Source: an optimization exercise on an open RTL-to-GDS flow (aim: small area, a short achievable clock period and few clock cycles). Production flows keep margins and buffers that such runs may drop.
The RTL was checked by simulation tests, not by an equivalence proof against the original design.
Power and IR drop assume default switching activity.

==> design.v <==
module SHA1_hash (       
	clk, 		
	nreset, 	
	start_hash,  
	message_addr,	
	message_size, 	
	hash, 	
	done, 		
        port_A_data_out,
        port_A_addr
	);
input	clk;
input	nreset; 
input	start_hash; 
input 	[31:0] message_addr; 
input	[31:0] message_size; 
output	[159:0] hash; 
input   [31:0] port_A_data_out; 
output  [15:0] port_A_addr;
integer i;  
output	done;  
function [31:0] changeEndian;    
    input [31:0] value;
    changeEndian = {value[7:0], value[15:8], value[23:16], value[31:24]};
endfunction
function [31:0] f1;
	input [31:0] x, y, z;
	f1 = {(x & y) ^ (~x & z)};
endfunction
function [31:0] f2;
	input [31:0] x, y, z;
	f2 = {x ^ y ^ z};
endfunction
function [31:0] f3;
	input [31:0] x, y, z;
	f3 = {(x & y) ^ (x & z) ^ (y & z)};
endfunction
function [31:0] T;
	input [31:0] a, b, c, d;	
	T = {a[30:0],a[31]} ^ {b[30:0],b[31]} ^ {c[30:0],c[31]} ^ {d[30:0],d[31]};
endfunction
reg done;
reg [15:0] port_A_addr;
reg [159:0] hash ;
reg [15:0] addr;
reg [15:0] incr_mess;  
reg [16:0] size;  
reg [3:0] state;  
reg [31:0] A;
reg [31:0] B;
reg [31:0] C; 
reg [31:0] D;
reg [31:0] E;
reg [31:0] w[0:15];  
reg [7:0] count;
reg [1:0] padflag;
wire [31:0] x1,x2,x3,x4;
wire [31:0] hA = hash[159:128] + A;
wire [31:0] hB = hash[127:96] + B;
wire [31:0] hC = hash[95:64] + C;
wire [31:0] hD = hash[63:32] + D;
wire [31:0] hE = hash[31:0] + E;
assign x1 = w[15] + 32'h5a827999;
assign x2 = w[15] + 32'h6ed9eba1;
assign x3 = w[15] + 32'h8f1bbcdc;
assign x4 = w[15] + 32'hca62c1d6;
parameter IDLE=4'b0000, read=4'b0001, buffer=4'b0010, r1=4'b0011;
parameter c1=4'b0100, d1=4'b0101, pad0=4'b0111,pad1=4'b1000;
always @(posedge clk or negedge nreset)
begin
	if(!nreset) begin
		state <= IDLE;
		count <= 0;
		done <= 0;
	end else begin
		case(state)
			IDLE: begin
				if(start_hash) begin  
					incr_mess <= 16'b0;
					addr <= message_addr[15:0];
					port_A_addr <= message_addr[15:0];
					size <= {1'b0, message_size[15:0]};
					done <= 0;
					count <= 0;
					padflag <= 2'b00;
					hash[159:128] <= 32'h67452301;
					hash[127:96] <= 32'hEFCDAB89;
					hash[95:64] <= 32'h98BADCFE;
					hash[63:32] <= 32'h10325476;
					hash[31:0] <= 32'hC3D2E1F0;
					A <= 32'h67452301;
					B <= 32'hEFCDAB89;
					C <= 32'h98BADCFE;
					D <= 32'h10325476;
					E <= 32'hC3D2E1F0;
					state <= read;
				end
			end
			read: begin
				if (size == 0)begin
					count <= 0;
					state <= pad0;
				end	
				else begin	 
					port_A_addr <= addr + (incr_mess);
					incr_mess <= incr_mess + 4;
					count<=0;
					state <= buffer;
				end
			end
			buffer: begin
				state <= r1;
			end
			r1:begin		
				w[count[3:0]] <= changeEndian(port_A_data_out);
				if(count!=15 && ((size>>2) != count))begin
					port_A_addr <= addr + incr_mess;
					incr_mess <= incr_mess + 4;
				end
				if((size>>2) == count)begin
					state <= pad0;
				end else
					state <= c1;				
			end			
		c1:begin
				if (count < 16)
					A <= {A[26:0], A[31:27]} + w[count[3:0]] + f1(B,C,D) + 32'h5a827999 + E; 
				else if (count < 20)
					A <= {A[26:0], A[31:27]} + x1 + f1(B,C,D) + E;
				else if (count < 40)
					A <= {A[26:0], A[31:27]} + x2 + f2(B,C,D) + E; 
				else if (count < 60)
					A <= {A[26:0], A[31:27]} + x3 + f3(B,C,D) + E; 
				else 
					A <= {A[26:0], A[31:27]} + x4 + f2(B,C,D) + E; 
				B <= A;
				C <= {B[1:0], B[31:2]};
				D <= C;
				E <= D;								
				if(count < 15 && padflag==2'b00)begin
					count <= count + 1;
					state <= r1;
				end else if (count < 15 && padflag!=2'b00)begin
					count <= count + 1;
					state <= c1;
				end else if(count==79)begin
					state <= d1;				
				end else begin
					count <= count + 1;
					state <= c1;
					w[15] <= T(w[13],w[8],w[2],w[0]);
					w[14] <= w[15];
					w[13] <= w[14];
					w[12] <= w[13];
					w[11] <= w[12];
					w[10] <= w[11];
					w[9] <= w[10];
					w[8] <= w[9];
					w[7] <= w[8];
					w[6] <= w[7];
					w[5] <= w[6];
					w[4] <= w[5];
					w[3] <= w[4];
					w[2] <= w[3];
					w[1] <= w[2];
					w[0] <= w[1];
				end
			end
			d1:begin
				hash <= {hA, hB, hC, hD, hE};
				A <= hA;
				B <= hB;
				C <= hC;
				D <= hD;
				E <= hE;
				if(padflag == 2'b00)begin
					size <= size - 64;
					state <= read;
				end else if (padflag == 2'b10)begin
					state <= pad1;	
				end else begin
					done <=1;
					state <= IDLE;
				end
			end
			pad0: begin
				if(size[1:0]==1)begin
					w[count[3:0]] <= {w[count[3:0]][31:24] , 24'h800000};
				end else if (size[1:0]==2)begin
					w[count[3:0]] <= {w[count[3:0]][31:16] , 16'h8000};
				end else if (size[1:0]==3)
					w[count[3:0]] <= {w[count[3:0]][31:8] , 8'h80};
				else
					w[count[3:0]] <= 32'h80000000;
				for(i=1;i<14;i=i+1)begin
					if(i > count) 
						w[i] <= 32'h00000000;
				end			
				if(count < 14)begin
					w[14] <= 32'h00000000;
					w[15] <= {13'b0, message_size[15:0], 3'b000};
				end else	if(count == 14) 
					w[15] <= 32'h00000000;					
				if(size > 55)
					padflag <= 2'b10;
				else
					padflag <= 2'b01;
				state<=c1;			
			end	
			pad1: begin
				w[0] <= 32'h00000000;	
				w[1] <= 32'h00000000;
				w[2] <= 32'h00000000;
				w[3] <= 32'h00000000;
				w[4] <= 32'h00000000;
				w[5] <= 32'h00000000;
				w[6] <= 32'h00000000;
				w[7] <= 32'h00000000;
				w[8] <= 32'h00000000;
				w[9] <= 32'h00000000;
				w[10] <= 32'h00000000;
				w[11] <= 32'h00000000;
				w[12] <= 32'h00000000;
				w[13] <= 32'h00000000;
				w[14] <= 32'h00000000;
				w[15] <= {13'b0, message_size[15:0], 3'b000}; 
				count<=0;
				state <= c1;
				padflag <= 2'b11;
			end			
			default: begin
				state <= IDLE;
			end
			endcase
		end
	end
endmodule 
==> run.sh <==
#!/bin/bash
# synth_recipe.tcl (not shown) runs the flow's synth.tcl, then flattens the netlist and writes it again
# the make line also repeats each setting of config.mk as NAME=value (left out here)
make -C /OpenROAD-flow-scripts/flow DESIGN_CONFIG=/design/flow/config.mk WORK_HOME=/design/flow/orfs CLKGATE_MAP_FILE= SYNTH_SCRIPT=/design/flow/synth_recipe.tcl finish
==> config.mk <==
export PLATFORM = sky130hd
export DESIGN_NAME = SHA1_hash
export DESIGN_NICKNAME = SHA1_hash
export VERILOG_FILES = /design/flow/design.v
export SDC_FILE = /design/flow/constraint.sdc
export NUM_CORES = 4
export LEC_CHECK = 0
export CAP_MARGIN = 50
export CORE_MARGIN = 2
export CORE_UTILIZATION = 40
export SLEW_MARGIN = 50
==> constraint.sdc <==
create_clock -name core_clock -period 8.0 [get_ports {clk}]
set_input_delay 1.6000 -clock core_clock [delete_from_list [all_inputs] [get_ports {clk}]]
set_output_delay 1.6000 -clock core_clock [all_outputs]
set_load 0.01 [all_outputs]
==> notes.md <==
clk buf depth: 3
gpl congestion: 0.958
Die X: 412 um
clk slew on worst S/H paths: 70 ps
Clock Skew: 84.0 ps
RSZ-0062 raised after global routing: no
Area Growth Syn to Fin: 14.1%
Yosys top cell area share: 0.404
cts bufs inserted: 106
peak supply drop: 0.304 mV
Max H-tree Level: 3
Worst setup EP type: flip-flop
outcome: complete, no violations
CP max-delay cell: and3_1
Fillers: 15.3k
Synthesis Warnings: 2
top cells by count, synth: edfxtp_1, nand2_1, inv_1
Final min period: 7130 ps
FFs w/ async S/R, synth: 0.0143
setup TNS: 0 ps
FMAX: 0.140 GHz
First-pass DRT Iterations: 6
crit path kind: reg2reg
critical path's largest stage delay: 690 ps
Seq/Total Area, Yosys: 0.408
Die Y: 412 um
crit-path cells: inv_1 > ha_1 > and3_1 > buf_12 > a22o_1 > a221oi_1 > nand4b_1 > o21ai_0 > fa_1 > inv_1 > ha_1 > ha_1 > inv_1 > fa_1 > nor2b_1 > o31a_1 > o311ai_1 > nand3_1 > o2111ai_1 > nand2_1 > a41oi_1 > xnor2_1 > o221ai_1 > o311ai_1
cell area after synthesis: 66700 sq um
DP HPWL: 182000 um
#FFs+latches synth: 910
Buf+Inv Stages, Crit Path: 4
Min-Delay Path Class: reg2reg
crit share post-route: 0.891
Die ar.: 170000 sq um
Slew Limit Fails: 0
Top delay family on crit path: compound AO/OA/AOI/OAI gates
TritonCTS clock tree: yes
final wirelength: 251000 um
Root Driver: clkbuf_16
cell count after synthesis: 6328
top-count cell post-synth: edfxtp_1
MaxCap Viol Count: 0
slew margin rel.: 0.471
CTS Sinks: 910
grt total ovfl: 0
# resized after CTS: 0
power consumption: 0.0361 W
Fin Hold WS: 473 ps
Least-Margin Pin Slew: 791 ps
Worst-Skew Late Latency: 790 ps
Net Count, Synth: 7154
critical path launch point type: flip-flop
synth top area cells: edfxtp_1, fa_1, ha_1
core area: 165000 sq um
initial antenna violation count: 6
num rows: 149
Arrival @ worst endpoint: 7670 ps
first-pass GRT wire length: 359000 um
Worst Path Max Fanout: 20
largest net degree at the start of global routing: 113
postcts setup bufs: 0
Final Hold Viols: 0
post-route ant nets: 0
Antenna diodes: 0
ys flop type: edfxtp_1
Total GRT Usage: 0.287
Vias/cell: 6.31
IO Pins: 276
routed length per instance: 28.5 um
fin nets: 7341
# hold bufs at CTS: 0
Port Buffer Count: 243
Leakage: 29.5 nW
Final setup viols: 0
PD cells: 473 nW/um^2
DRC viols: 0
Synth cell types: 93
Mapped Avg Cell Area: 10.5 sq um
number of global-route vias before repair: 53.4k
DRT iter0 DRCs: 7773
share of cells above drive strength 1: 0.0738
WP data required: 8540 ps
via count: 55.5k
post-synth top area cell: edfxtp_1
Post-synth EDFFs: 897
Starting Density: 0.404
cell type report:
| type | count | area (sq um) | share of cell area |
|---|---|---|---|
| clock inverters | 71 | 773 | 0.0101 |
| clock buffers | 123 | 2720 | 0.0357 |
| inverters | 578 | 2170 | 0.0285 |
| well taps | 2189 | 2740 | 0.0360 |
| flip-flops and latches | 910 | 27300 | 0.358 |
| repair buffers | 417 | 4040 | 0.0530 |
| multi-input cells | 4502 | 36500 | 0.479 |
routing by layer:
layer,vias to the layer above,wire (um),part of all wire,GRT usage
met3,549,27300,0.11,0.0571
li1,23900,-,-,-
met5,-,15,0.000060,0
met4,4,10600,0.042,0.111
met1,27500,102000,0.41,0.398
met2,3449,110000,0.44,0.440
cells in the final DEF (no fill, tap or decap), types with 60 or more instances in the layout:
cell,netlist,final
a21o_1,189,189
a21oi_1,361,351
a221o_1,363,363
a22oi_1,116,116
and2_1,80,75
buf_4,11,135
clkbuf_16,0,106
clkdlybuf4s50_1,0,243
edfxtp_1,897,897
fa_1,293,293
ha_1,434,434
inv_1,578,577
nand2_1,590,585
nand3_1,83,80
nor2_1,308,267
nor3_1,68,64
o21a_1,60,60
o21ai_0,258,257
xnor2_1,249,249
xor2_1,149,149
flip-flops by register name, indices dropped and copies added, names as in the netlist, 2 cells and up:
signal       count
state            4
w              512
addr            16
count            8
B               32
padflag          2
E               32
D               32
A               32
hash           160
size            17
port_A_addr     16
incr_mess       14
C               32
cells by family after synthesis:
| kind of cell | count (synthesis) | synth area share |
|---|---|---|
| compound gates | 1899 | 0.210 |
| xor+xnor | 398 | 0.0522 |
| flops | 910 | 0.408 |
| buf+inv | 916 | 0.0533 |
| fa+ha+maj | 727 | 0.169 |
| simple gates | 1427 | 0.0989 |
| mux | 51 | 0.00815 |
power breakdown:
part           internal [W]  switching [W]  leakage (nW)
clock network       0.00277        0.00221          1.67
logic               0.00943         0.0143          19.7
registers           0.00652       0.000844          8.14
total                0.0187         0.0173          29.5
through the flow:
step           setup slack, ps   util  area [sq um]  instances
2_1_floorplan            -2240      -         66700       6328
3_3_place_gp              1020  0.436         72000       8570
3_5_place_dp              1130  0.439         72600       8591
4_1_cts                   1030  0.460         76100       8785
5_1_grt                    719  0.461         76200       8790
6_report                   872  0.461         76200       8790
path summary, 6_finish.rpt:
kind	from	end	slack (ps)	cells after the start
min	padflag[0]	state[3]	470	1
max in group asynchronous	nreset	state[0]	6510	2
max reg2reg	count[1]	A[29]	870	24
min in group asynchronous	nreset	state[0]	1210	2
max	count[1]	A[29]	870	24
min reg2reg	padflag[0]	state[3]	470	1
Testbench counts, summed over its fixed seeds: cycles 59,871.

static timing again, ports no longer ideal:
The results above use ideal ports. As a check the final layout listed here was re-extracted and re-timed, cells and wires unchanged. Step 1, drivers: a clkbuf_16 drives clk and a buf_2 each remaining input, both assumed. Step 2 times the ports against the registers' clock, not the clock port: input delays grow and output delays shrink by t, the midpoint of the rising clock arrivals with the driver on. Three values: no drivers, after step 1, after step 2; two values: the first two.
shift t [ns]: 0.823
setup WS [ns]: 0.872 / 0.872 / 0.872
worst setup path at the end: register to register
After both steps setup and hold are still met in this run. For this run, drivers alone change the setup slack by 0.000 ns; drivers and shift together by 0.000 ns.
